This design comes from an exercise in tuning for small area, a short achievable clock period and few clock cycles per item on the open sky130 flow, not from production work.
At most, simulation tests tie the RTL to the original design; equivalence was not proved.
Function not checked in run 5: the RTL went through the layout flow alone.

==> design.v <==
`timescale 1ns / 1ps
module ASCON_XOR2(input a, b, output y);
assign y = a ^ b;
endmodule
module ASCON_XNOR2(input a, b, output y);
assign y = ~(a ^ b);
endmodule
module ASCON_ORN(input a, b, output y);    
assign y = a | ~b;
endmodule
module ASCON_SBOX_COL(
input  [4:0] x,
output [4:0] y
);
wire a0, a2, a4;
wire n0, n1, n2, n3, n4;
wire c0, c1, c3;
ASCON_XOR2 ua0 (.a(x[0]), .b(x[4]), .y(a0));
ASCON_XOR2 ua2 (.a(x[2]), .b(x[1]), .y(a2));
ASCON_XOR2 ua4 (.a(x[4]), .b(x[3]), .y(a4));
ASCON_ORN  un0 (.a(x[1]), .b(a2),   .y(n0));
ASCON_ORN  un1 (.a(a2),   .b(x[3]), .y(n1));
ASCON_ORN  un2 (.a(x[3]), .b(a4),   .y(n2));
ASCON_ORN  un3 (.a(a4),   .b(a0),   .y(n3));
ASCON_ORN  un4 (.a(a0),   .b(x[1]), .y(n4));
ASCON_XNOR2 uc0 (.a(a0),   .b(n0), .y(c0));
ASCON_XNOR2 uc1 (.a(x[1]), .b(n1), .y(c1));
ASCON_XOR2  uc2 (.a(a2),   .b(n2), .y(y[2]));    
ASCON_XNOR2 uc3 (.a(x[3]), .b(n3), .y(c3));
ASCON_XNOR2 uc4 (.a(a4),   .b(n4), .y(y[4]));    
ASCON_XOR2  uy0 (.a(c0), .b(y[4]), .y(y[0]));
ASCON_XOR2  uy1 (.a(c1), .b(c0),   .y(y[1]));
ASCON_XNOR2 uy3 (.a(c3), .b(y[2]), .y(y[3]));    
endmodule
module ASCON_SBOX(
input  [63:0] Xark0, Xark1, Xark2, Xark3, Xark4,
output [63:0] Xsb0, Xsb1, Xsb2, Xsb3, Xsb4
);
genvar i;
generate
for (i = 0; i < 64; i = i + 1) begin : col
    ASCON_SBOX_COL s (
        .x({Xark4[i], Xark3[i], Xark2[i], Xark1[i], Xark0[i]}),
        .y({Xsb4[i], Xsb3[i], Xsb2[i], Xsb1[i], Xsb0[i]})
    );
end
endgenerate
endmodule
`timescale 1ns / 1ps
module ASCON_LIN(input [63:0] x, output [63:0] y);
parameter N1 = 0;
parameter N2 = 0;
wire [63:0] r1 = (x >> N1) | (x << (64 - N1));
wire [63:0] r2 = (x >> N2) | (x << (64 - N2));
wire [63:0] t;
genvar i;
generate
for (i = 0; i < 64; i = i + 1) begin : b
    ASCON_XOR2 x1 (.a(x[i]), .b(r1[i]), .y(t[i]));
    ASCON_XOR2 x2 (.a(t[i]), .b(r2[i]), .y(y[i]));
end
endgenerate
endmodule
module ASCON_ROUND_FUNCTION #(
    parameter ADD_RC = 1
)(
input  [63:0] Xi0, Xi1, Xi2, Xi3, Xi4,
input   [3:0] rnd,
output [63:0] Xo0, Xo1, Xo2, Xo3, Xo4
);
wire [63:0] s0, s1, s2, s3, s4;
wire [63:0] Xc2 = ADD_RC ? (Xi2 ^ {56'b0, ~rnd, rnd}) : Xi2;
ASCON_SBOX sbox (
    .Xark0(Xi0), .Xark1(Xi1), .Xark2(Xc2), .Xark3(Xi3), .Xark4(Xi4),
    .Xsb0(s0), .Xsb1(s1), .Xsb2(s2), .Xsb3(s3), .Xsb4(s4)
);
ASCON_LIN #(19, 28) l0 (.x(s0), .y(Xo0));
ASCON_LIN #(61, 39) l1 (.x(s1), .y(Xo1));
ASCON_LIN #( 1,  6) l2 (.x(s2), .y(Xo2));
ASCON_LIN #(10, 17) l3 (.x(s3), .y(Xo3));
ASCON_LIN #( 7, 41) l4 (.x(s4), .y(Xo4));
endmodule
`timescale 1ns / 1ps
module ASCON_AO22(input a, b, c, e, output y);    
assign y = (a & b) | (c & e);
endmodule
module ASCON_AO21(input a, b, c, output y);       
assign y = (a & b) | c;
endmodule
module ASCON_XAND(input a, b, c, output y);       
assign y = a ^ (b & c);
endmodule
module ASCON_A222OI(input a, b, c, e, f, g, output y);    
assign y = ~((a & b) | (c & e) | (f & g));
endmodule
module ASCON_XNAND(input a, b, c, output y);      
assign y = ~a ^ (b & c);
endmodule
module ASCON_NEXT_N(input s, r, ws, rs, n, z, k, e, output d);
wire bn;
ASCON_A222OI ub (.a(s), .b(ws), .c(r), .e(rs), .f(n), .g(z), .y(bn));
ASCON_XNAND  ud (.a(bn), .b(k), .c(e), .y(d));
endmodule
module ASCON_NEXT_NT(input s, r, ws, rs, n, z, k, e, t, output d);
wire bn, i;
ASCON_A222OI ub (.a(s), .b(ws), .c(r), .e(rs), .f(n), .g(z), .y(bn));
ASCON_XAND   ui (.a(t), .b(k), .c(e), .y(i));
ASCON_XNOR2  ud (.a(bn), .b(i), .y(d));
endmodule
module ASCON_NEXT_K(input s, r, ws, rs, k, e, output d);
wire b;
ASCON_AO22 ub (.a(s), .b(ws), .c(r), .e(rs), .y(b));
ASCON_XAND ud (.a(b), .b(k), .c(e), .y(d));
endmodule
module ASCON_NEXT_KT(input s, r, ws, rs, k, e, t, output d);
wire b, i;
ASCON_AO22 ub (.a(s), .b(ws), .c(r), .e(rs), .y(b));
ASCON_XAND ui (.a(t), .b(k), .c(e), .y(i));
ASCON_XOR2 ud (.a(b), .b(i), .y(d));
endmodule
module ASCON_NEXT_0(input s, r, ws, rs, x, e, output d, o);
wire b;
ASCON_AO22 ub (.a(s), .b(ws), .c(r), .e(rs), .y(b));
ASCON_XAND ud (.a(b), .b(x), .c(e), .y(d));
ASCON_XOR2 uo (.a(r), .b(x), .y(o));
endmodule
module ASCON_NEXT_0C(input s, r, ws, rs, x, e, c, output d, o);
wire b, i;
ASCON_AO22 ub (.a(s), .b(ws), .c(r), .e(rs), .y(b));
ASCON_AO21 ui (.a(x), .b(e), .c(c), .y(i));
ASCON_XOR2 ud (.a(b), .b(i), .y(d));
ASCON_XOR2 uo (.a(r), .b(x), .y(o));
endmodule
`timescale 1ns / 1ps
module ASCON_CREG #(
    parameter RV = 1'b0
)(
input      clk, rst, d,
output reg q
);
always @(posedge clk, posedge rst) begin
    if (rst)
        q <= RV;
    else
        q <= d;
end
endmodule
`timescale 1ns / 1ps
module ascon128_stream #(
    parameter R = 1
)(
input          clk, rst,
input          start, enc,
input  [127:0] key, nonce,
input          in_valid,
output         in_ready,
input   [63:0] in_data,
input    [3:0] in_bytes,
input          in_ad,
output         out_valid,
output  [63:0] out_data,
output         tag_valid,
output [127:0] tag
);
localparam [3:0]  LAST = 12 - R;
localparam [63:0] IV   = 64'h80400c0600000000;
reg  [63:0] S0, S1, S2, S3, S4;
reg  [63:0] O;
reg        idle_q, rnd_q, init_q, fin_q, wait_q, tag_q, txt_q, enc_q;
reg  [3:0] cnt;
reg        take_q;     
reg        ov_q;
reg        pend_q, ad_q;
reg  [3:0] len_q;
wire [7:0] m_q, pad_q;
wire       last_q = !len_q[3];
genvar q;
generate
for (q = 0; q < 8; q = q + 1) begin : lens
    assign m_q[q]   = (q < len_q);
    assign pad_q[q] = (q == len_q);
end
endgenerate
wire [63:0] x0 [0:R];
wire [63:0] x1 [0:R];
wire [63:0] x2 [0:R];
wire [63:0] x3 [0:R];
wire [63:0] x4 [0:R];
assign x0[0] = S0;
assign x1[0] = S1;
assign x2[0] = S2;
assign x3[0] = S3;
assign x4[0] = S4;
genvar g;
generate
for (g = 0; g < R; g = g + 1) begin : rounds
    ASCON_ROUND_FUNCTION #(.ADD_RC(g != 0)) rf (
        .Xi0(x0[g]), .Xi1(x1[g]), .Xi2(x2[g]), .Xi3(x3[g]), .Xi4(x4[g]),
        .rnd(cnt + g[3:0]),
        .Xo0(x0[g+1]), .Xo1(x1[g+1]), .Xo2(x2[g+1]), .Xo3(x3[g+1]), .Xo4(x4[g+1])
    );
end
endgenerate
wire last_rnd = rnd_q & (cnt == LAST);
wire absorb   = take_q;
wire a_txt    = absorb & !ad_q;
wire a_fin    = a_txt & last_q;
wire a_dec    = a_txt & !enc_q;
wire ds       = a_txt & !txt_q;                   
wire [7:0] e_byte    = m_q & {8{absorb}};         
wire [7:0] rs_byte;                              
wire [7:0] pad_byte  = pad_q & {8{absorb}};       
localparam NC = 4;
localparam NZ = 2;
localparam NK = 2;
wire [NC-1:0] ws_c, rs_c;
wire [NZ-1:0] z_c;
wire [NK-1:0] kst_c, k12_c;
wire idle_d, wait_d, kst_d, k12_d, take_d;
wire [7:0] rc_inj;
genvar c;
generate
for (c = 0; c < NZ; c = c + 1) begin : cz
    ASCON_CREG #(.RV(1'b1)) rz (.clk(clk), .rst(rst), .d(idle_d), .q(z_c[c]));
end
for (c = 0; c < NC; c = c + 1) begin : cw
    ASCON_CREG #(.RV(1'b0)) rw (.clk(clk), .rst(rst), .d(wait_d & !idle_d), .q(ws_c[c]));
    ASCON_CREG #(.RV(1'b0)) rr (.clk(clk), .rst(rst), .d(!wait_d & !idle_d), .q(rs_c[c]));
end
ASCON_CREG #(.RV(1'b0)) rin (.clk(clk), .rst(rst), .d(take_d), .q(in_ready));
for (c = 0; c < NK; c = c + 1) begin : ck
    ASCON_CREG #(.RV(1'b0)) rk  (.clk(clk), .rst(rst), .d(kst_d), .q(kst_c[c]));
    ASCON_CREG #(.RV(1'b1)) r12 (.clk(clk), .rst(rst), .d(k12_d), .q(k12_c[c]));
end
endgenerate
wire [63:0] d0, d1, d2, d3, d4, o_d;
genvar i;
generate
for (i = 0; i < 64; i = i + 1) begin : bits
    localparam integer J = 7 - i / 8;             
    localparam integer C = i / (64 / NC);         
    localparam integer Z = i / (64 / NZ);         
    localparam integer K = i / (64 / NK);         
    if (i % 8 == 0) begin : kb
        assign rs_byte[J] = rs_c[C] & !(m_q[J] & a_dec);
    end
    if ((i % 8 == 7) || IV[i]) begin : w0c
        wire cb = ((i % 8 == 7) ? pad_byte[J] : 1'b0) | (IV[i] ? z_c[Z] : 1'b0);
        ASCON_NEXT_0C n0 (.s(S0[i]), .r(x0[R][i]), .ws(ws_c[C]), .rs(rs_byte[J]),
                          .x(in_data[i]), .e(e_byte[J]), .c(cb), .d(d0[i]), .o(o_d[i]));
    end else begin : w0
        ASCON_NEXT_0  n0 (.s(S0[i]), .r(x0[R][i]), .ws(ws_c[C]), .rs(rs_byte[J]),
                          .x(in_data[i]), .e(e_byte[J]), .d(d0[i]), .o(o_d[i]));
    end
    ASCON_NEXT_K n1 (.s(S1[i]), .r(x1[R][i]), .ws(ws_c[C]), .rs(rs_c[C]),
                     .k(key[64+i]), .e(k12_c[K]), .d(d1[i]));
    if (i < 8) begin : w2rc
        ASCON_NEXT_KT n2 (.s(S2[i]), .r(x2[R][i]), .ws(ws_c[C]), .rs(rs_c[C]),
                          .k(key[i]), .e(k12_c[K]), .t(rc_inj[i]), .d(d2[i]));
    end else begin : w2
        ASCON_NEXT_K n2 (.s(S2[i]), .r(x2[R][i]), .ws(ws_c[C]), .rs(rs_c[C]),
                         .k(key[i]), .e(k12_c[K]), .d(d2[i]));
    end
    ASCON_NEXT_N n3 (.s(S3[i]), .r(x3[R][i]), .ws(ws_c[C]), .rs(rs_c[C]),
                     .n(nonce[64+i]), .z(z_c[Z]), .k(key[64+i]), .e(kst_c[K]), .d(d3[i]));
    if (i == 0) begin : w4ds
        ASCON_NEXT_NT n4 (.s(S4[i]), .r(x4[R][i]), .ws(ws_c[C]), .rs(rs_c[C]),
                          .n(nonce[i]), .z(z_c[Z]), .k(key[i]), .e(kst_c[K]), .t(ds), .d(d4[i]));
    end else begin : w4
        ASCON_NEXT_N n4 (.s(S4[i]), .r(x4[R][i]), .ws(ws_c[C]), .rs(rs_c[C]),
                         .n(nonce[i]), .z(z_c[Z]), .k(key[i]), .e(kst_c[K]), .d(d4[i]));
    end
end
endgenerate
always @(posedge clk) begin
    S0 <= d0;
    S1 <= d1;
    S2 <= d2;
    S3 <= d3;
    S4 <= d4;
    O  <= o_d;
end
reg        idle_n, rnd_d, init_d, fin_d, tag_d, txt_d, enc_d;
reg  [3:0] cnt_d;
always @(*) begin
    idle_n = idle_q;
    rnd_d  = rnd_q;
    init_d = init_q;
    fin_d  = fin_q;
    tag_d  = 1'b0;
    txt_d  = txt_q | a_txt;
    enc_d  = enc_q;
    cnt_d  = wait_q ? cnt : cnt + R[3:0];
    if (idle_q && start) begin
        idle_n = 1'b0;
        rnd_d  = 1'b1;
        init_d = 1'b1;
        fin_d  = 1'b0;
        txt_d  = 1'b0;
        enc_d  = enc;
        cnt_d  = 4'd0;
    end
    if (tag_q)
        idle_n = 1'b1;
    if (last_rnd && fin_q) begin
        rnd_d = 1'b0;
        tag_d = 1'b1;
    end
    if (absorb) begin
        init_d = 1'b0;
        fin_d  = a_fin;
        cnt_d  = a_fin ? 4'd0 : 4'd6;
    end
end
wire [3:0] rc_n   = idle_q ? 4'd0 : cnt_d;
assign rc_inj     = wait_q ? 8'd0 : {~rc_n, rc_n};
wire nl_d   = rnd_d & !fin_d & (cnt_d == LAST);
wire pend_d = in_valid & !(in_valid & take_q);
assign take_d = nl_d & pend_d;
assign idle_d = idle_n;
assign wait_d = nl_d & !pend_d;
assign kst_d  = rnd_d & (cnt_d == LAST) & (fin_d | (init_d & take_d));
assign k12_d = idle_d | (take_d & !in_ad & !in_bytes[3]);
always @(posedge clk, posedge rst) begin
    if (rst) begin
        idle_q <= 1'b1;
        rnd_q  <= 1'b0;
        init_q <= 1'b0;
        fin_q  <= 1'b0;
        wait_q <= 1'b0;
        tag_q  <= 1'b0;
        txt_q  <= 1'b0;
        enc_q  <= 1'b0;
        cnt    <= 4'd0;
        take_q <= 1'b0;
        ov_q   <= 1'b0;
        pend_q <= 1'b0;
    end else begin
        idle_q <= idle_d;
        rnd_q  <= rnd_d;
        init_q <= init_d;
        fin_q  <= fin_d;
        wait_q <= wait_d;
        tag_q  <= tag_d;
        txt_q  <= txt_d;
        enc_q  <= enc_d;
        cnt    <= cnt_d;
        take_q <= take_d;
        ov_q   <= a_txt;
        pend_q <= pend_d;
    end
end
always @(posedge clk) begin
    ad_q   <= in_ad;
    len_q  <= in_bytes;
end
assign out_valid = ov_q;
assign out_data  = O;
assign tag_valid = tag_q;
assign tag       = {S3, S4};
endmodule
==> flow/run.sh <==
#!/bin/bash
# The standard layout (standard.sh), with plain buffers (buf_1) on the
# ports instead of the default delay-cell buffers. Every port still gets
# its own buffer. The make output goes to standard.log.
set -euo pipefail
export BUFFER_PORTS_ARGS="-buffer_cell sky130_fd_sc_hd__buf_1"
bash standard.sh > standard.log 2>&1
==> standard.sh <==
#!/bin/bash
# synth_recipe.tcl (not shown) runs the flow's synth.tcl, then flattens the netlist and writes it again
# the make line also repeats each setting of config.mk as NAME=value (left out here)
make -C /OpenROAD-flow-scripts/flow DESIGN_CONFIG=/design/flow/config.mk WORK_HOME=/design/flow/orfs CLKGATE_MAP_FILE= SYNTH_SCRIPT=/design/flow/synth_recipe.tcl "${@:-finish}"
==> config.mk <==
export PLATFORM = sky130hd
export DESIGN_NAME = ascon128_stream
export DESIGN_NICKNAME = ascon128_stream
export VERILOG_FILES = /design/flow/design.v
export SDC_FILE = /design/flow/constraint.sdc
export NUM_CORES = 8
export LEC_CHECK = 0
export CAP_MARGIN = 0
export CORE_MARGIN = 2
export CORE_UTILIZATION = 50
export CTS_CLUSTER_DIAMETER = 100
export CTS_CLUSTER_SIZE = 24
export PLACE_DENSITY = 0.75
export SLEW_MARGIN = 50
export SYNTH_HIERARCHICAL = 1
==> constraint.sdc <==
create_clock -name core_clock -period 10.0 [get_ports {clk}]
set_input_delay 2.0000 -clock core_clock [delete_from_list [all_inputs] [get_ports {clk}]]
set_output_delay 2.0000 -clock core_clock [all_outputs]
set_load 0.01 [all_outputs]
==> metrics.md, run 1 <==
| Metric | Value |
|---|---|
| Status | `complete, no violations` |
| Worst slew pin tran | `816 ps` |
| Routed wl met3 | `13600 um` |
| Seq/Total Area, Yosys | `27.8%` |
| Syn_area_per_cell | `9.45 um^2` |
| Cell family with the largest share of critical-path delay | `flip-flops` |
| TritonCTS clock tree | `built` |
| Top sig layer | `met5` |
| Period utilisation layout | `33.8%` |
| Post-CTS Hold Buffers | `0` |
| Skew-Pair Late Insertion Delay | `620 ps` |
| Cell variety after synth | `37` |
| Starting DRT DRC Count | `3567` |
| Vias in the first global route | `25915` |
| Yosys warnings | `9` |
| Synthesized Nets | `3572` |
| Worst Skew | `34.7 ps` |
| Row count | `90` |
| Startpoint types | `flop` |
| Post-synth top flop | `dfxtp_1` |
| CP required | `8000 ps` |
| Routed length per instance | `29.6 um` |
| Hold crit path type | `reg -> reg` |
| Gpl congestion | `1.08` |
| Initial Util | `50.6%` |
| Vias/cell | `5.87` |
| Min cycle time layout | `3380 ps` |
| Setup TNS | `0 ps` |
| Max-slew violations | `0` |
| Most common cell in the netlist | `xor2_1` |
| Clock Pin Slew Worst Setup and Hold Paths | `100 ps` |
| TritonRoute pass-1 iters | `14` |
| Largest net degree at the start of global routing | `79` |
| I/O pin count | `525` |
| Die area | `63200 um^2` |
| Vias | `27187` |
| # Post-CTS Setup Buffers | `0` |
| Mapped Area | `30600 um^2` |
| Met1 Wirelength | `53900 um` |
| Num CTS Buffers | `25` |
| Final ANT Viol Nets | `0` |
| Crit path DAT | `1380 ps` |
| Post-synth top cells | `1237 x xor2_1, 502 x xnor2_1, 389 x dfxtp_1` |
| Worst setup path category | `reg -> out` |
| Post-synthesis register bit count | `418` |
| Met2 routed WL | `60700 um` |
| Final hold vios | `0` |
| Final worst slack | `6620 ps` |
| FMAX | `295 MHz` |
| # Max-Cap Violations | `0` |
| CP max stage delay | `540 ps` |
| Aggregate global-route resource usage | `41.8%` |
| Relative slew margins | `45.4%` |
| Width of the die | `251 um` |
| Crit-path cells | `buf_1` |
| RSZ-0062 raised after global routing | `no` |
| Layout cell share with drive strength beyond 1 | `7.31%` |
| Critical-path top delay cell | `dfxtp_1` |
| PortBufs | `524` |
| Setup violations, final | `0` |
| Post-DP HPWL | `112000 um` |
| Net count, final | `4163` |
| Element type at the critical path end | `output port` |
| Synth area leaders | `xor2_1 35%, dfxtp_1 25%, xnor2_1 14%, nand2b_1 6.6%, a22o_1 5.5%` |
| Area grow syn2layout | `17.8%` |
| Clk sinks | `418` |
| Synth top area share | `35.4%` |
| # DRC | `0` |
| Drt total wl | `137000 um` |
| Post-CTS sizing | `0` |
| Clock Root Buffer | `clkbuf_16` |
| Async SR Flop Fraction | `6.94%` |
| First-pass GRT wire length | `188000 um` |
| Die H | `251 um` |
| Pre-CTS setup slack | `6460 ps` |
| Crit-path max FO | `6` |
| Core box area | `60500 um^2` |
| Yosys top cell by area | `xor2_1` |
| Initial antenna violation count | `8` |
| Mapped Cells | `3241` |
| CP Buf/Inv Count | `1` |
| Grt total ovfl | `0` |
| Post-synth EDFFs | `0` |
| Htree depth | `1` |
| Clock Path Buffers | `3` |
-- final timing paths --
kind | cells after the start | slack, ps | startpoint | to
worst max register to register | 8 | 6720 | S1[1] | S1[4]
min in group asynchronous | 2 | 1470 | rst | cw[0].rr.q
max in group asynchronous | 2 | 7910 | rst | init_q
worst max-delay path | 1 | 6620 | S3[12] | tag[76]
worst min register to register | 2 | 500 | txt_q | txt_q
worst min-delay path | 2 | 500 | txt_q | txt_q
-- final cells by class --
cell class	count	area [um^2]
clock inverter	10	128
inverter	24	90.1
tap	782	978
multi-input combinational	2793	23300
fill	5383	24400
antenna	6	15.0
clock buffer	30	654
sequential	418	8540
timing repair buffer	570	2360
-- cells by family after synthesis --
family | share of synthesized area (%)
AOI/OAI and AO/OA | 10.6
xor gates and xnor gates | 49.7
adders and majority gates | 0.0409
buffers and inverters | 0.372
DFF | 27.8
muxes | 0.143
and+or+nand+nor | 11.3
-- modules after synthesis, one instance, submodules excluded, a selection --
module / cells inside / flops+latches
ascon128_stream: 514 / 403
ASCON_XOR2: 1 / 0
ASCON_A222OI: 1 / 0
ASCON_ORN: 1 / 0
ASCON_XNOR2: 1 / 0
ASCON_XAND: 2 / 0
ASCON_AO21: 1 / 0
ASCON_AO22: 1 / 0
ASCON_XNAND: 2 / 0
-- layer usage --
| metal | vias to the layer above | global-route usage (%) |
|---|---|---|
| met2 | 1670 | 66.0 |
| met3 | 298 | 7.50 |
| met1 | 13338 | 54.5 |
| li1 | 11875 | - |
| met4 | 6 | 21.8 |
| met5 | - | 0 |
-- stage by stage --
stage               hold slack (ps)  utilization (%)  instances  instance area [um^2]
detailed placement              489             58.1       4587                 35100
finish                          503             59.7       4633                 36100
global route                    546             59.7       4629                 36100
CTS                             507             59.4       4627                 35900
global placement                485             56.1       4586                 33900
floorplan                       452                -       3241                 30600
-- state kept, by name (all words and copies together) (netlist names), 4 cells and up --
name	flops
S3	64
cnt	4
S4	64
cw.rr.q	4
S2	64
cw.rw.q	4
O	64
S1	64
len_q	4
S0	64
-- placed cells by master, fill, tap and decap left out, types with 4 or more instances in the layout --
| cell | synthesis | layout |
|---|---|---|
| xor2_2 | 0 | 84 |
| clkbuf_16 | 0 | 25 |
| dfstp_2 | 5 | 4 |
| a22o_1 | 192 | 192 |
| diode_2 | 0 | 6 |
| dfrtp_1 | 24 | 14 |
| buf_6 | 0 | 9 |
| nor2_2 | 0 | 4 |
| nor2_1 | 23 | 18 |
| nor3_1 | 8 | 7 |
| dfrtp_2 | 0 | 10 |
| nand2b_1 | 325 | 325 |
| a21oi_1 | 12 | 11 |
| clkbuf_1 | 5 | 4 |
| a21o_1 | 13 | 13 |
| o21a_1 | 6 | 6 |
| inv_1 | 23 | 23 |
| buf_1 | 0 | 524 |
| buf_4 | 0 | 36 |
| xnor2_1 | 502 | 415 |
| dfxtp_1 | 389 | 389 |
| nor4_1 | 4 | 4 |
| a222oi_1 | 128 | 128 |
| xnor2_2 | 0 | 87 |
| xor2_1 | 1237 | 1153 |
| nand2_1 | 313 | 313 |
| nor2b_1 | 4 | 4 |
Testbench counts, summed over its fixed seeds: cycles 23,122, bytes 19,747.
==> run 2, diff against run 1 <==
--- a/config.mk
+++ b/config.mk
@@ -6,5 +6,5 @@
 export NUM_CORES = 8
 export LEC_CHECK = 0
-export CAP_MARGIN = 0
+export CAP_MARGIN = 20
 export CORE_MARGIN = 2
 export CORE_UTILIZATION = 50
==> run 2 against run 1 <==
Worst setup slack stayed put. Via count unchanged. Sequential share of layout area stayed put. Highest routed layer unchanged.
==> metrics.md, run 2 <==
| Metric | Value |
|---|---|
| Status | `complete, no violations` |
| Hold crit path type | `reg -> reg` |
| Setup violations, final | `0` |
| Drt total wl | `137000 um` |
| Crit-path max FO | `6` |
| Crit path DAT | `1380 ps` |
| Gpl congestion | `1.08` |
| Net count, final | `4163` |
| Largest net degree at the start of global routing | `79` |
| Async SR Flop Fraction | `6.94%` |
| Worst Skew | `34.7 ps` |
| # DRC | `0` |
| Relative slew margins | `45.4%` |
| Starting DRT DRC Count | `3567` |
| RSZ-0062 raised after global routing | `no` |
| I/O pin count | `525` |
| Layout cell share with drive strength beyond 1 | `7.31%` |
| Die area | `63200 um^2` |
| TritonCTS clock tree | `built` |
| Vias | `27187` |
| Width of the die | `251 um` |
| Row count | `90` |
| Initial antenna violation count | `8` |
| Routed length per instance | `29.6 um` |
| TritonRoute pass-1 iters | `14` |
| Setup TNS | `0 ps` |
| Crit-path cells | `buf_1` |
| Post-CTS sizing | `0` |
| Final hold vios | `0` |
| Placed Cells | `4587` |
| Period utilisation layout | `33.8%` |
| CP required | `8000 ps` |
| Max-slew violations | `0` |
| First-pass GRT wire length | `188000 um` |
| Commonest non-fill, non-tap cell in the layout | `xor2_1` |
| Post-synth top cells | `1237 x xor2_1, 502 x xnor2_1, 389 x dfxtp_1` |
| Startpoint types | `flop` |
| Initial Util | `50.6%` |
| Post-CTS Hold Buffers | `0` |
| Post-DP HPWL | `112000 um` |
| PortBufs | `524` |
| Mapped Area | `30600 um^2` |
| Worst slew pin tran | `816 ps` |
| # Max-Cap Violations | `0` |
| FMAX | `295 MHz` |
| Yosys warnings | `9` |
| Syn_area_per_cell | `9.45 um^2` |
| Yosys top cell by area | `xor2_1` |
| # Post-CTS Setup Buffers | `0` |
| Skew-Pair Late Insertion Delay | `620 ps` |
| Aggregate global-route resource usage | `41.8%` |
| Post-Layout Cell Count | `4633` |
| Min cycle time layout | `3380 ps` |
| Htree depth | `1` |
| Element type at the critical path end | `output port` |
| Synth area leaders | `xor2_1 35%, dfxtp_1 25%, xnor2_1 14%, nand2b_1 6.6%, a22o_1 5.5%` |
| Clock Path Buffers | `3` |
| Cell family with the largest share of critical-path delay | `flip-flops` |
| Clock Root Buffer | `clkbuf_16` |
| Seq/Total Area, Yosys | `27.8%` |
| Num CTS Buffers | `25` |
| Synthesized Nets | `3572` |
| Vias/cell | `5.87` |
| Core box area | `60500 um^2` |
| Synth top area share | `35.4%` |
| Clock Pin Slew Worst Setup and Hold Paths | `100 ps` |
| CP Buf/Inv Count | `1` |
| Mapped Cells | `3241` |
| Worst setup path category | `reg -> out` |
| Area grow syn2layout | `17.8%` |
| Critical-path top delay cell | `dfxtp_1` |
| Most common cell in the netlist | `xor2_1` |
| Post-synth EDFFs | `0` |
| Vias in the first global route | `25915` |
| Highest-count cells in the layout ignoring fill and taps | `1153 x xor2_1, 524 x buf_1, 415 x xnor2_1, 389 x dfxtp_1, 325 x nand2b_1` |
| Final ANT Viol Nets | `0` |
| CP max stage delay | `540 ps` |
| Grt total ovfl | `0` |
| Die H | `251 um` |
| Clk sinks | `418` |
| Cell variety after synth | `37` |
| Post-synthesis register bit count | `418` |
| Post-synth top flop | `dfxtp_1` |
run 2: final timing paths:
path	startpoint	to	slack (ps)	cells after the start
setup / recovery	S3[12]	tag[76]	6620	1
hold / removal	txt_q	txt_q	500	2
setup reg to reg	S1[1]	S1[4]	6720	8
hold reg to reg	txt_q	txt_q	500	2
max in group asynchronous	rst	init_q	7910	2
min in group asynchronous	rst	cw[0].rr.q	1470	2
run 2: layer usage:
| metal | up-vias | share of wire (%) | global-route usage, % |
|---|---|---|---|
| met5 | - | 0.028 | 0 |
| met4 | 6 | 6.3 | 21.8 |
| met3 | 298 | 9.9 | 7.50 |
| met2 | 1670 | 44 | 66.0 |
| met1 | 13338 | 39 | 54.5 |
| li1 | 11875 | - | - |
run 2: per-module statistics from Yosys, one instance, submodules excluded, a selection:
module           area (um^2)  copies in the design  flops+latches  cells
ASCON_A222OI            10.0                   128              0      1
ASCON_AO21              7.51                    13              0      1
ASCON_AO22              8.76                   192              0      1
ASCON_ORN               6.26                   320              0      1
ASCON_XAND              12.5                   180              0      2
ASCON_XNAND             12.5                   127              0      2
ASCON_XNOR2             8.76                   321              0      1
ASCON_XOR2              8.76                  1109              0      1
ascon128_stream         8750                     1            403    514
run 2: cells by family (layout without fill, tap and decap cells):
kind of cell    count (synthesis)  in the layout  synth area share, %
other cells                     0              6                    0
simple gates                  689            689                 11.3
buf+inv                        30            634                0.372
compound gates                360            360                 10.6
xor+xnor                     1739           1739                 49.7
fa+ha+maj                       1              1               0.0409
flops                         418            418                 27.8
mux                             4              4                0.143
run 2: cell type report:
type | instances | area, um^2
Antenna cell | 6 | 15.0
Clock buffer | 30 | 654
Clock inverter | 10 | 128
Fill cell | 5383 | 24400
Inverter | 24 | 90.1
Multi-Input combinational cell | 2793 | 23300
Sequential cell | 418 | 8540
Tap cell | 782 | 978
Timing Repair Buffer | 570 | 2360
run 2: through the flow:
stage	worst slack (ps)	hold WS, ps	cell area (um^2)	util (%)
2_1_floorplan	6670	452	30600	-
3_3_place_gp	6460	485	33900	56.1
3_5_place_dp	6460	489	35100	58.1
4_1_cts	6590	507	35900	59.4
5_1_grt	6550	546	36100	59.7
6_report	6620	503	36100	59.7
==> run 3, diff against run 2 <==
==> flow/run.sh (replaced) <==
#!/bin/bash
# The standard layout (standard.sh) with two changes to the port
# buffers (every port still gets its own buffer):
#  - plain buf_1 buffers instead of the default delay-cell buffers,
#  - after global placement, the output port buffers become buf_2.
# The make output goes to standard.log.
set -euo pipefail
here=$(cd "$(dirname "$0")" && pwd)
export BUFFER_PORTS_ARGS="-buffer_cell sky130_fd_sc_hd__buf_1"
export POST_GLOBAL_PLACE_TCL="$here/outbuf.tcl"
bash standard.sh > standard.log 2>&1
==> flow/outbuf.tcl (new file) <==
# Output port buffers: buf_2 instead of buf_1 (every port keeps its own buffer).
set db [ord::get_db]
set block [ord::get_db_block]
set m2 [$db findMaster sky130_fd_sc_hd__buf_2]
set n 0
foreach bterm [$block getBTerms] {
  if {[$bterm getIoType] ne "OUTPUT"} continue
  set net [$bterm getNet]
  if {$net eq "NULL"} continue
  foreach it [$net getITerms] {
    if {[$it isOutputSignal]} {
      set inst [$it getInst]
      if {[[$inst getMaster] getName] eq "sky130_fd_sc_hd__buf_1"} {
        $inst swapMaster $m2
        incr n
      }
    }
  }
}
puts "outbuf.tcl: $n output buffers now buf_2"
--- a/config.mk
+++ b/config.mk
@@ -8,8 +8,8 @@
 export CAP_MARGIN = 20
 export CORE_MARGIN = 2
-export CORE_UTILIZATION = 50
+export CORE_UTILIZATION = 55
 export CTS_CLUSTER_DIAMETER = 100
 export CTS_CLUSTER_SIZE = 24
 export PLACE_DENSITY = 0.75
-export SLEW_MARGIN = 50
+export SLEW_MARGIN = 60
 export SYNTH_HIERARCHICAL = 1
==> run 3 against run 2 <==
Wire length increased by 5.0%. Clock skew is 11 ps lower. Die area shrank 8.9%. First-iteration DRC count rose by 12%. Critical endpoint is now tag[101]. Highest routed layer unchanged.
==> metrics.md, run 3 <==
| Metric | Value |
|---|---|
| First-pass GRT wire length | `196000 um` |
| Most common cell in the netlist | `xor2_1` |
| FMAX | `297 MHz` |
| Worst slew pin tran | `708 ps` |
| Post-synth top flop | `dfxtp_1` |
| Yosys warnings | `9` |
| Initial Util | `55.6%` |
| Fill count | `4524` |
| Clock Pin Slew Worst Setup and Hold Paths | `100 ps` |
| Element type at the critical path end | `output port` |
| Status | `complete, no violations` |
| Syn_area_per_cell | `9.45 um^2` |
| Yosys top cell by area | `xor2_1` |
| Vias/cell | `6.04` |
| Core box area | `55100 um^2` |
| Cell variety after synth | `37` |
| Aggregate global-route resource usage | `48.7%` |
| Final hold vios | `0` |
| Skew-Pair Late Insertion Delay | `620 ps` |
| Clock Path Buffers | `3` |
| Net count, final | `4214` |
| Post-synth EDFFs | `0` |
| Hold Path Origin | `init_q` |
| Post-CTS sizing | `0` |
| Crit path DAT | `1370 ps` |
| Crit-path max FO | `6` |
| CP Buf/Inv Count | `1` |
| Mapped Cells | `3241` |
| # Max-Cap Violations | `0` |
| PortBufs | `524` |
| Reg2reg start | `S1[49]` |
| Area grow syn2layout | `23.8%` |
| Largest net degree at the start of global routing | `81` |
| Post-synth top cells | `1237 x xor2_1, 502 x xnor2_1, 389 x dfxtp_1` |
| # Post-CTS Setup Buffers | `0` |
| Setup violations, final | `0` |
| Synthesized Nets | `3572` |
| Hold crit path type | `reg -> reg` |
| Critical-path top delay cell | `dfxtp_1` |
| Setup TNS | `0 ps` |
| Number of cells on the worst hold path | `2` |
| Clock Root Buffer | `clkbuf_16` |
| Async SR Flop Fraction | `6.94%` |
| Post-DP HPWL | `118000 um` |
| Mapped Area | `30600 um^2` |
| Highest-count cells in the layout ignoring fill and taps | `1079 x xor2_1, 390 x xnor2_1, 389 x dfxtp_1, 328 x buf_1, 325 x nand2b_1` |
| Width of the die | `240 um` |
| Cell family with the largest share of critical-path delay | `flip-flops` |
| End of the worst register-to-register path | `S0[49]` |
| TritonRoute pass-1 iters | `10` |
| Final ANT Viol Nets | `0` |
| Die H | `240 um` |
| I/O pin count | `525` |
| Synth area leaders | `xor2_1 35%, dfxtp_1 25%, xnor2_1 14%, nand2b_1 6.6%, a22o_1 5.5%` |
| Htree depth | `1` |
| Row count | `86` |
| Vias | `28085` |
| Worst R2R Setup Slack | `6740 ps` |
| Num CTS Buffers | `25` |
| Worst Skew | `24.2 ps` |
| Starting DRT DRC Count | `3986` |
| CP required | `8000 ps` |
| Seq/Total Area, Yosys | `27.8%` |
| Worst setup path category | `reg -> out` |
| Min cycle time layout | `3370 ps` |
| Synth top area share | `35.4%` |
| Commonest non-fill, non-tap cell in the layout | `xor2_1` |
| Relative slew margins | `52.7%` |
| Max-slew violations | `0` |
| Die area | `57600 um^2` |
| RSZ-0062 raised after global routing | `no` |
| Period utilisation layout | `33.7%` |
| Post-CTS Hold Buffers | `0` |
| Worst Reg-to-Reg Cells | `8` |
| Fin util | `68.8%` |
| Crit-path cells | `buf_2` |
| Post-synthesis register bit count | `418` |
| Routed length per instance | `31.0 um` |
| CP max stage delay | `550 ps` |
| TritonCTS clock tree | `built` |
| Startpoint types | `flop` |
| Layout cell share with drive strength beyond 1 | `16.3%` |
| Grt total ovfl | `0` |
| Hold path endpoint | `init_q` |
| Initial antenna violation count | `4` |
| Vias in the first global route | `26220` |
| # DRC | `0` |
| Clk sinks | `418` |
| Drt total wl | `144000 um` |
[run 3: cell types whose count changed in the layout (fill, tap and decap cells not counted), sizes merged]
cell | before | now
buf | 570 | 620
clkinv | 6 | 2
inv | 28 | 31
diode | 6 | 5
[run 3: cell families (layout without fill, tap and decap cells)]
kind of cell / after synthesis / in the layout / synth area share (%)
fa+ha+maj: 1 / 1 / 0.0409
xor+xnor: 1739 / 1739 / 49.7
mux: 4 / 4 / 0.143
compound gates: 360 / 360 / 10.6
buf+inv: 30 / 683 / 0.372
other cells: 0 / 5 / 0
simple gates: 689 / 689 / 11.3
flops: 418 / 418 / 27.8
[run 3: layout make-up]
cell class / instances / area, um^2 / area share, %
repair buffers: 621 / 3180 / 8.40
diodes: 5 / 12.5 / 0.0330
multi-input cells: 2793 / 24400 / 64.3
inverters: 24 / 91.3 / 0.241
clock buffers: 29 / 651 / 1.72
clock inverters: 9 / 121 / 0.320
flip-flops and latches: 418 / 8550 / 22.6
well taps: 748 / 936 / 2.47
[run 3: stage by stage]
stage          worst slack, ps  hold WS [ps]  cells  instance area [um^2]
6_report                  6630           504   4647                 37900
5_1_grt                   6610           521   4643                 37900
4_1_cts                   6620           499   4642                 37600
3_5_place_dp              6420           475   4604                 36900
3_3_place_gp              6470           480   4555                 33900
2_1_floorplan             6670           452   3241                 30600
[run 3: worst max-delay path by stage]
stage	startpoint	end	slack [ps]	cells after the start
global placement	start	S2[5]	6470	7
floorplan	start	S2[5]	6670	7
global route	S3[38]	tag[102]	6610	1
CTS	S3[38]	tag[102]	6620	1
finish	S3[37]	tag[101]	6630	1
detailed placement	start	S2[5]	6420	7
[run 3: per-layer routing]
layer	GRT usage (%)	part of all wire, %	vias up
met5	0	0.0090	-
met4	30.0	7.4	2
met3	9.63	11	390
met2	72.5	43	2043
met1	65.0	39	13745
li1	-	-	11905
[run 3: Yosys stat by module, one instance, submodules excluded, a selection]
| module | cell area, um^2 | cells inside | copies in the design | flops+latches |
|---|---|---|---|---|
| ASCON_XNOR2 | 8.76 | 1 | 321 | 0 |
| ASCON_XAND | 12.5 | 2 | 180 | 0 |
| ASCON_XOR2 | 8.76 | 1 | 1109 | 0 |
| ASCON_ORN | 6.26 | 1 | 320 | 0 |
| ASCON_XNAND | 12.5 | 2 | 127 | 0 |
| ascon128_stream | 8750 | 514 | 1 | 403 |
==> run 4, diff against run 3 <==
--- a/config.mk
+++ b/config.mk
@@ -8,8 +8,8 @@
 export CAP_MARGIN = 20
 export CORE_MARGIN = 2
-export CORE_UTILIZATION = 55
+export CORE_UTILIZATION = 50
 export CTS_CLUSTER_DIAMETER = 100
 export CTS_CLUSTER_SIZE = 24
 export PLACE_DENSITY = 0.75
-export SLEW_MARGIN = 60
+export SLEW_MARGIN = 50
 export SYNTH_HIERARCHICAL = 1
==> run 4 against run 3 <==
Count of clock-buffer cells in the layout unchanged. Fmax fell by 0.21%. Synthesized area is the same. Sequential share of layout area is 0.92 points higher. Still clean. Global-route usage shrank 7.0 points. Via count fell by 3.4%. First-iteration DRC count decreased by 6.9%. Worst setup slack lost 7.0 ps. Clock skew is 8.4 ps higher. Die area is 9.8% higher. Critical path type unchanged.
==> metrics.md, run 4 <==
| Metric | Value |
|---|---|
| FMAX | `296 MHz` |
| Critical Path Start | `S3[14]` |
| Cell family with the largest share of critical-path delay | `flip-flops` |
| Worst setup path category | `reg -> out` |
| Synth top area share | `35.4%` |
| Final hold vios | `0` |
| Initial Util | `50.6%` |
| Met3 Track Usage GR | `7.13%` |
| Worst Skew | `32.6 ps` |
| Row count | `90` |
| Hold crit path type | `reg -> reg` |
| Setup TNS | `0 ps` |
| Width of the die | `251 um` |
| # Post-CTS Setup Buffers | `0` |
| Crit path DAT | `1380 ps` |
| Syn_area_per_cell | `9.45 um^2` |
| Seq/Total Area, Yosys | `27.8%` |
| CP Buf/Inv Count | `1` |
| Crit-path cells | `buf_2` |
| Die H | `251 um` |
| Critical-path top delay cell | `dfxtp_1` |
| Async SR Flop Fraction | `6.94%` |
| Initial antenna violation count | `8` |
| Setup violations, final | `0` |
| Routed length per instance | `29.5 um` |
| RSZ-0062 raised after global routing | `no` |
| Post-CTS sizing | `0` |
| Relative slew margins | `45.2%` |
| GR peak layer | `met2` |
| Synthesized Nets | `3572` |
| Crit-path max FO | `6` |
| Period utilisation layout | `33.8%` |
| Post-synth top cells | `1237 x xor2_1, 502 x xnor2_1, 389 x dfxtp_1` |
| # DRC | `0` |
| Grt total ovfl | `0` |
| Num CTS Buffers | `24` |
| TritonRoute pass-1 iters | `13` |
| Post-CTS Hold Buffers | `0` |
| Htree depth | `1` |
| Die area | `63200 um^2` |
| Max-slew violations | `0` |
| Cell variety after synth | `37` |
| Worst slew pin tran | `819 ps` |
| Status | `complete, no violations` |
| Starting DRT DRC Count | `3710` |
| Most common cell in the netlist | `xor2_1` |
| Vias in the first global route | `26002` |
| CP required | `8000 ps` |
| Layout cell share with drive strength beyond 1 | `12.5%` |
| Vias | `27142` |
| Post-synthesis register bit count | `418` |
| Area grow syn2layout | `18.7%` |
| Mapped Area | `30600 um^2` |
| Hold Path Origin | `init_q` |
| CP max stage delay | `540 ps` |
| Yosys warnings | `9` |
| Clock Root Buffer | `clkbuf_16` |
| Post-synth top flop | `dfxtp_1` |
| Core box area | `60500 um^2` |
| Clock Path Buffers | `3` |
| TritonCTS clock tree | `built` |
| PortBufs | `524` |
| GR Util met1 | `54.8%` |
| Commonest non-fill, non-tap cell in the layout | `xor2_1` |
| Yosys top cell by area | `xor2_1` |
| Synth area leaders | `xor2_1 35%, dfxtp_1 25%, xnor2_1 14%, nand2b_1 6.6%, a22o_1 5.5%` |
| Clock Pin Slew Worst Setup and Hold Paths | `100 ps` |
| Aggregate global-route resource usage | `41.7%` |
| Vias/cell | `5.86` |
| First-pass GRT wire length | `188000 um` |
| GR Layer Usage met2 | `65.6%` |
| Startpoint types | `flop` |
| Largest net degree at the start of global routing | `79` |
| # Max-Cap Violations | `0` |
| Drt total wl | `137000 um` |
| Post-DP HPWL | `112000 um` |
| Clk sinks | `418` |
| Skew-Pair Late Insertion Delay | `620 ps` |
| Final ANT Viol Nets | `0` |
| Net count, final | `4162` |
| Post-synth EDFFs | `0` |
| Highest-count cells in the layout ignoring fill and taps | `1151 x xor2_1, 415 x xnor2_1, 389 x dfxtp_1, 329 x buf_1, 325 x nand2b_1` |
| Mapped Cells | `3241` |
| Element type at the critical path end | `output port` |
| I/O pin count | `525` |
| Min cycle time layout | `3380 ps` |
| Reg2reg start | `S1[31]` |
==> run 4: layout make-up <==
| type | count | area, um^2 |
|---|---|---|
| Antenna cell | 6 | 15.0 |
| Clock buffer | 29 | 651 |
| Clock inverter | 11 | 133 |
| Fill cell | 5354 | 24100 |
| Inverter | 24 | 90.1 |
| Multi-Input combinational cell | 2793 | 23300 |
| Sequential cell | 418 | 8540 |
| Tap cell | 782 | 978 |
| Timing Repair Buffer | 570 | 2600 |
==> run 4: final timing paths <==
path                         endpoint  slack (ps)  depth (start not counted)
min in group asynchronous  cw[0].rr.q        1460                          2
max in group asynchronous      idle_q        7930                          2
hold / removal                 init_q         510                          2
setup reg to reg               S0[31]        6740                          8
hold reg to reg                init_q         510                          2
setup / recovery              tag[78]        6620                          1
==> run 4: modules after synthesis, one instance, submodules excluded, a selection <==
module | flip-flops and latches | times used
ascon128_stream | 403 | 1
ASCON_XAND | 0 | 180
ASCON_XNAND | 0 | 127
ASCON_A222OI | 0 | 128
ASCON_AO22 | 0 | 192
ASCON_XNOR2 | 0 | 321
ASCON_XOR2 | 0 | 1109
ASCON_AO21 | 0 | 13
ASCON_ORN | 0 | 320
==> run 4: routing by layer <==
layer	up-vias	wire, um
met5	-	13
met2	1641	60400
li1	11867	-
met3	292	13200
met1	13340	54300
met4	2	8930
==> run 4: logic make-up after synthesis <==
| family | count (synthesis) | synth area share [%] |
|---|---|---|
| muxes | 4 | 0.143 |
| AOI/OAI and AO/OA | 360 | 10.6 |
| xor gates and xnor gates | 1739 | 49.7 |
| DFF | 418 | 27.8 |
| adders and majority gates | 1 | 0.0409 |
| and+or+nand+nor | 689 | 11.3 |
| buffers and inverters | 30 | 0.372 |
==> run 4: per-stage QoR <==
stage	hold slack, ps	instance area [um^2]	instances	worst slack, ps	utilization [%]
after floorplan	452	30600	3241	6670	-
after global placement	485	33900	4586	6460	56.1
after detailed placement	491	35400	4587	6440	58.5
after CTS	516	36200	4627	6610	59.8
after global routing	559	36300	4630	6600	60.1
final	515	36300	4633	6620	60.1
==> run 5, diff against run 4 <==
--- a/design.v
+++ b/design.v
@@ -119,16 +119,9 @@
 ASCON_XOR2 ud (.a(b), .b(i), .y(d));
 endmodule
-module ASCON_NEXT_0(input s, r, ws, rs, x, e, output d, o);
-wire b;
-ASCON_AO22 ub (.a(s), .b(ws), .c(r), .e(rs), .y(b));
-ASCON_XAND ud (.a(b), .b(x), .c(e), .y(d));
-ASCON_XOR2 uo (.a(r), .b(x), .y(o));
-endmodule
-module ASCON_NEXT_0C(input s, r, ws, rs, x, e, c, output d, o);
+module ASCON_NEXT_0C(input s, r, ws, rs, x, e, c, output d);
 wire b, i;
 ASCON_AO22 ub (.a(s), .b(ws), .c(r), .e(rs), .y(b));
 ASCON_AO21 ui (.a(x), .b(e), .c(c), .y(i));
 ASCON_XOR2 ud (.a(b), .b(i), .y(d));
-ASCON_XOR2 uo (.a(r), .b(x), .y(o));
 endmodule
 `timescale 1ns / 1ps
@@ -166,6 +159,5 @@
 localparam [63:0] IV   = 64'h80400c0600000000;
 reg  [63:0] S0, S1, S2, S3, S4;
-reg  [63:0] O;
-reg        idle_q, rnd_q, init_q, fin_q, wait_q, tag_q, txt_q, enc_q;
+reg        idle_q, rnd_q, init_q, fin_q, wait_q, tag_q, txt_q, enc_q, fix_q;
 reg  [3:0] cnt;
 reg        take_q;     
@@ -208,6 +200,6 @@
 wire a_dec    = a_txt & !enc_q;
 wire ds       = a_txt & !txt_q;                   
-wire [7:0] e_byte    = m_q & {8{absorb}};         
-wire [7:0] rs_byte;                              
+wire [7:0] e_byte    = m_q & {8{absorb | fix_q}};  
+wire [7:0] ws_byte;                              
 wire [7:0] pad_byte  = pad_q & {8{absorb}};       
 localparam NC = 4;
@@ -217,5 +209,5 @@
 wire [NZ-1:0] z_c;
 wire [NK-1:0] kst_c, k12_c;
-wire idle_d, wait_d, kst_d, k12_d, take_d;
+wire idle_d, wait_d, kst_d, k12_d, take_d, fix_d;
 wire [7:0] rc_inj;
 genvar c;
@@ -228,5 +220,6 @@
     ASCON_CREG #(.RV(1'b0)) rr (.clk(clk), .rst(rst), .d(!wait_d & !idle_d), .q(rs_c[c]));
 end
-ASCON_CREG #(.RV(1'b0)) rin (.clk(clk), .rst(rst), .d(take_d), .q(in_ready));
+wire dtxt_d = !in_ad & !enc_q;
+ASCON_CREG #(.RV(1'b0)) rin (.clk(clk), .rst(rst), .d((take_d & !dtxt_d) | fix_d), .q(in_ready));
 for (c = 0; c < NK; c = c + 1) begin : ck
     ASCON_CREG #(.RV(1'b0)) rk  (.clk(clk), .rst(rst), .d(kst_d), .q(kst_c[c]));
@@ -234,5 +227,5 @@
 end
 endgenerate
-wire [63:0] d0, d1, d2, d3, d4, o_d;
+wire [63:0] d0, d1, d2, d3, d4;
 genvar i;
 generate
@@ -243,13 +236,13 @@
     localparam integer K = i / (64 / NK);         
     if (i % 8 == 0) begin : kb
-        assign rs_byte[J] = rs_c[C] & !(m_q[J] & a_dec);
+        assign ws_byte[J] = ws_c[C] & !(m_q[J] & fix_q);
     end
     if ((i % 8 == 7) || IV[i]) begin : w0c
         wire cb = ((i % 8 == 7) ? pad_byte[J] : 1'b0) | (IV[i] ? z_c[Z] : 1'b0);
-        ASCON_NEXT_0C n0 (.s(S0[i]), .r(x0[R][i]), .ws(ws_c[C]), .rs(rs_byte[J]),
-                          .x(in_data[i]), .e(e_byte[J]), .c(cb), .d(d0[i]), .o(o_d[i]));
+        ASCON_NEXT_0C n0 (.s(S0[i]), .r(x0[R][i]), .ws(ws_byte[J]), .rs(rs_c[C]),
+                          .x(in_data[i]), .e(e_byte[J]), .c(cb), .d(d0[i]));
     end else begin : w0
-        ASCON_NEXT_0  n0 (.s(S0[i]), .r(x0[R][i]), .ws(ws_c[C]), .rs(rs_byte[J]),
-                          .x(in_data[i]), .e(e_byte[J]), .d(d0[i]), .o(o_d[i]));
+        ASCON_NEXT_K  n0 (.s(S0[i]), .r(x0[R][i]), .ws(ws_byte[J]), .rs(rs_c[C]),
+                          .k(in_data[i]), .e(e_byte[J]), .d(d0[i]));
     end
     ASCON_NEXT_K n1 (.s(S1[i]), .r(x1[R][i]), .ws(ws_c[C]), .rs(rs_c[C]),
@@ -279,5 +272,4 @@
     S3 <= d3;
     S4 <= d4;
-    O  <= o_d;
 end
 reg        idle_n, rnd_d, init_d, fin_d, tag_d, txt_d, enc_d;
@@ -291,5 +283,5 @@
     txt_d  = txt_q | a_txt;
     enc_d  = enc_q;
-    cnt_d  = wait_q ? cnt : cnt + R[3:0];
+    cnt_d  = (wait_q | fix_q) ? cnt : cnt + R[3:0];
     if (idle_q && start) begin
         idle_n = 1'b0;
@@ -316,8 +308,9 @@
 assign rc_inj     = wait_q ? 8'd0 : {~rc_n, rc_n};
 wire nl_d   = rnd_d & !fin_d & (cnt_d == LAST);
-wire pend_d = in_valid & !(in_valid & take_q);
+wire pend_d = in_valid & !(in_valid & in_ready);
 assign take_d = nl_d & pend_d;
 assign idle_d = idle_n;
-assign wait_d = nl_d & !pend_d;
+assign fix_d  = a_dec;
+assign wait_d = (nl_d & !pend_d) | fix_d;
 assign kst_d  = rnd_d & (cnt_d == LAST) & (fin_d | (init_d & take_d));
 assign k12_d = idle_d | (take_d & !in_ad & !in_bytes[3]);
@@ -336,4 +329,5 @@
         ov_q   <= 1'b0;
         pend_q <= 1'b0;
+        fix_q  <= 1'b0;
     end else begin
         idle_q <= idle_d;
@@ -349,4 +343,5 @@
         ov_q   <= a_txt;
         pend_q <= pend_d;
+        fix_q  <= fix_d;
     end
 end
@@ -356,5 +351,5 @@
 end
 assign out_valid = ov_q;
-assign out_data  = O;
+assign out_data  = S0;
 assign tag_valid = tag_q;
 assign tag       = {S3, S4};
==> flow/run.sh (replaced) <==
#!/bin/bash
# The standard layout (standard.sh), with plain buffers (buf_1) on the
# ports instead of the default delay-cell buffers. Every port still gets
# its own buffer. The make output goes to standard.log.
set -euo pipefail
export BUFFER_PORTS_ARGS="-buffer_cell sky130_fd_sc_hd__buf_1"
bash standard.sh > standard.log 2>&1
removed: flow/outbuf.tcl
==> run 5 against run 4 <==
Sequential cell count decreased by 63. Sequential share of layout area shrank 2.3 points. Critical path depth increased by 7. Utilization fell by 0.38 points. Fmax is 5.0% lower. Final cell count decreased by 3.0%. Clock skew is 6.7 ps lower. First-iteration DRC count is 1.9% higher. Non-clock buffer count increased by 5. Global-route usage increased by 2.2 points. Wire length shrank 0.83%. Highest routed layer unchanged.
==> metrics.md, run 5 <==
| Metric | Value |
|---|---|
| Layout cell share with drive strength beyond 1 | `7.70%` |
| Post-synth top flop | `dfxtp_1` |
| Starting DRT DRC Count | `3781` |
| Worst Skew | `25.9 ps` |
| Mapped Area | `28900 um^2` |
| Setup TNS | `0 ps` |
| # Post-CTS Setup Buffers | `0` |
| I/O pin count | `525` |
| Clk sinks | `355` |
| Clock Root Buffer | `clkbuf_16` |
| Async SR Flop Fraction | `8.45%` |
| Net count, final | `4047` |
| Vias/cell | `6.03` |
| Crit-path max FO | `5` |
| Status | `complete, no violations` |
| Setup violations, final | `0` |
| Htree depth | `1` |
| Element type at the critical path end | `flop` |
| Critical-path top delay cell | `xor2_1` |
| Post-CTS sizing | `0` |
| Cell variety after synth | `43` |
| Max-slew violations | `0` |
| Crit-path most repeated cell | `xor2_1` |
| Cell family with the largest share of critical-path delay | `XOR/XNOR gates` |
| RSZ-0062 raised after global routing | `no` |
| Post-CTS Hold Buffers | `0` |
| Die H | `244 um` |
| Post-synth EDFFs | `0` |
| Routed length per instance | `30.2 um` |
| Highest-count cells in the layout ignoring fill and taps | `1079 x xor2_1, 523 x buf_1, 427 x xnor2_1, 325 x dfxtp_1, 325 x nand2b_1` |
| Vias | `27092` |
| Initial antenna violation count | `4` |
| Startpoint types | `flop` |
| Num CTS Buffers | `22` |
| CP Buf/Inv Count | `0` |
| Min cycle time layout | `3550 ps` |
| # Max-Cap Violations | `0` |
| Die area | `59700 um^2` |
| Commonest non-fill, non-tap cell in the layout | `xor2_1` |
| Skew-Pair Late Insertion Delay | `610 ps` |
| Worst R2R Setup Slack | `6450 ps` |
| Grt total ovfl | `0` |
| TritonCTS clock tree | `built` |
| Most common cell in the netlist | `xor2_1` |
| Worst setup path category | `reg -> reg` |
| Aggregate global-route resource usage | `44.0%` |
| Synth top area share | `35.5%` |
| Initial Util | `50.3%` |
| Gpl congestion | `1.10` |
| Period utilisation layout | `35.5%` |
| Final ANT Viol Nets | `0` |
| Syn_area_per_cell | `9.26 um^2` |
| Yosys warnings | `9` |
| Post-synthesis register bit count | `355` |
| Final hold vios | `0` |
| Clock Path Buffers | `3` |
| Seq/Total Area, Yosys | `25.1%` |
| Worst slew pin tran | `804 ps` |
| # DRC | `0` |
| Drt total wl | `136000 um` |
| Synth area leaders | `xor2_1 36%, dfxtp_1 23%, xnor2_1 15%, nand2b_1 7.0%, a22o_1 5.8%` |
| Mapped Cells | `3123` |
| CP required | `10540 ps` |
| TritonRoute pass-1 iters | `13` |
| Row count | `88` |
| Largest net degree at the start of global routing | `81` |
| Vias in the first global route | `25063` |
| CP max stage delay | `640 ps` |
| Area grow syn2layout | `18.8%` |
| Post-DP HPWL | `110000 um` |
| Core box area | `57500 um^2` |
| Clock Pin Slew Worst Setup and Hold Paths | `110 ps` |
| Placed Cells | `4456` |
| Post-synth top cells | `1172 x xor2_1, 501 x xnor2_1, 325 x dfxtp_1, 325 x nand2b_1, 313 x nand2_1` |
| First-pass GRT wire length | `187000 um` |
| Yosys top cell by area | `xor2_1` |
| Width of the die | `244 um` |
| Relative slew margins | `46.2%` |
| Hold crit path type | `reg -> reg` |
| Post-Layout Cell Count | `4496` |
| Crit-path cells | `xor2_1, nand2b_1, xnor2_1, xor2_1, xor2_1, xor2_1, a22o_1, xnor2_1` |
| PortBufs | `524` |
| Synthesized Nets | `3454` |
| FMAX | `281 MHz` |
| Crit path DAT | `4090 ps` |
run 5: changes by cell type after synthesis, sizes merged, moves of 3 or more:
cell / before / now
dfxtp: 389 / 325
xor2: 1237 / 1172
o21ai: 2 / 5
o31ai: 0 / 3
run 5: modules after synthesis (local to each module, per instance), a selection:
module | copies in the design | cell area [um^2] | flops+latches | cells
ascon128_stream | 1 | 7600 | 340 | 460
ASCON_XOR2 | 1045 | 8.76 | 0 | 1
ASCON_ORN | 320 | 6.26 | 0 | 1
ASCON_XNOR2 | 321 | 8.76 | 0 | 1
ASCON_AO22 | 192 | 8.76 | 0 | 1
ASCON_AO21 | 13 | 7.51 | 0 | 1
ASCON_XNAND | 127 | 12.5 | 0 | 2
ASCON_A222OI | 128 | 10.0 | 0 | 1
ASCON_XAND | 180 | 12.5 | 0 | 2
run 5: cell type report:
type	count	area [um^2]
Multi-Input combinational cell	2737	22900
Sequential cell	355	7280
Tap cell	765	957
Fill cell	5139	23100
Inverter	25	93.8
Antenna cell	2	5.00
Clock buffer	26	587
Clock inverter	11	144
Timing Repair Buffer	575	2410
run 5: worst paths after layout:
path	startpoint	to	cells after the start
setup / recovery	S1[37]	S0[37]	8
hold / removal	txt_q	txt_q	1
setup reg to reg	S1[37]	S0[37]	8
hold reg to reg	txt_q	txt_q	1
max in group asynchronous	rst	idle_q	2
min in group asynchronous	rst	ck[1].rk.q	2
run 5: metal layers:
metal | up-vias | global-route usage [%] | share of wire (%) | wire, um
met3 | 358 | 9.84 | 12 | 16200
met4 | 6 | 24.2 | 6.7 | 9150
met5 | - | 0 | 0.028 | 38
met1 | 13237 | 57.7 | 38 | 51800
met2 | 1967 | 67.0 | 43 | 58400
li1 | 11524 | - | - | -
run 5: per-stage QoR:
| step | utilization, % | hold slack (ps) | cell area, um^2 | worst slack, ps |
|---|---|---|---|---|
| floorplan | - | 465 | 28900 | 6820 |
| global placement | 56.0 | 489 | 32200 | 6430 |
| detailed placement | 58.1 | 487 | 33400 | 6370 |
| CTS | 59.3 | 512 | 34100 | 6600 |
| global route | 59.7 | 545 | 34300 | 6420 |
| finish | 59.7 | 521 | 34300 | 6450 |
run 5: cells by family after synthesis:
kind of cell,count (synthesis),share of synthesized area (%)
AOI/OAI and AO/OA,377,11.7
xor gates and xnor gates,1673,50.7
adders and majority gates,1,0.0433
buffers and inverters,31,0.433
DFF,355,25.1
muxes,2,0.0779
and+or+nand+nor,684,11.9

[re-timing with driven ports]
How much do the figures lean on ideal ports? The routed layouts below were timed once more, with nothing changed but the port constraints.
Step 1: set_driving_cell puts a clkbuf_16 on clk and a buf_2 on each other input, an assumption about the parent block.
Step 2, shift: input delay + t, output delay - t, t = (earliest + latest rising clock arrival at the registers) / 2. This alone moves slack from input paths to output paths.
a / b / c = no drivers / after step 1 / after step 2; a / b = the first two.
| run | t (ns) | setup WS [ns] | worst hold slack (ns) | pins driven straight from the clock port |
|---|---|---|---|---|
| run 1 | 0.664 | 6.616 / 6.552 / 6.436 | 0.503 / 0.503 / 0.503 | 1 |
| run 2 | 0.664 | 6.616 / 6.552 / 6.436 | 0.503 / 0.503 / 0.503 | 1 |
| run 3 | 0.669 | 6.632 / 6.566 / 6.376 | 0.504 / 0.504 / 0.504 | 1 |
| run 4 | 0.671 | 6.625 / 6.556 / 6.438 | 0.515 / 0.515 / 0.515 | 1 |
| run 5 | 0.655 | 6.446 / 6.446 / 6.329 | 0.521 / 0.521 / 0.521 | 1 |
After both steps every run listed still meets setup and hold. The setup slack of run 3, which loses most, moves by -0.066 ns with the drivers and by -0.256 ns with both steps.
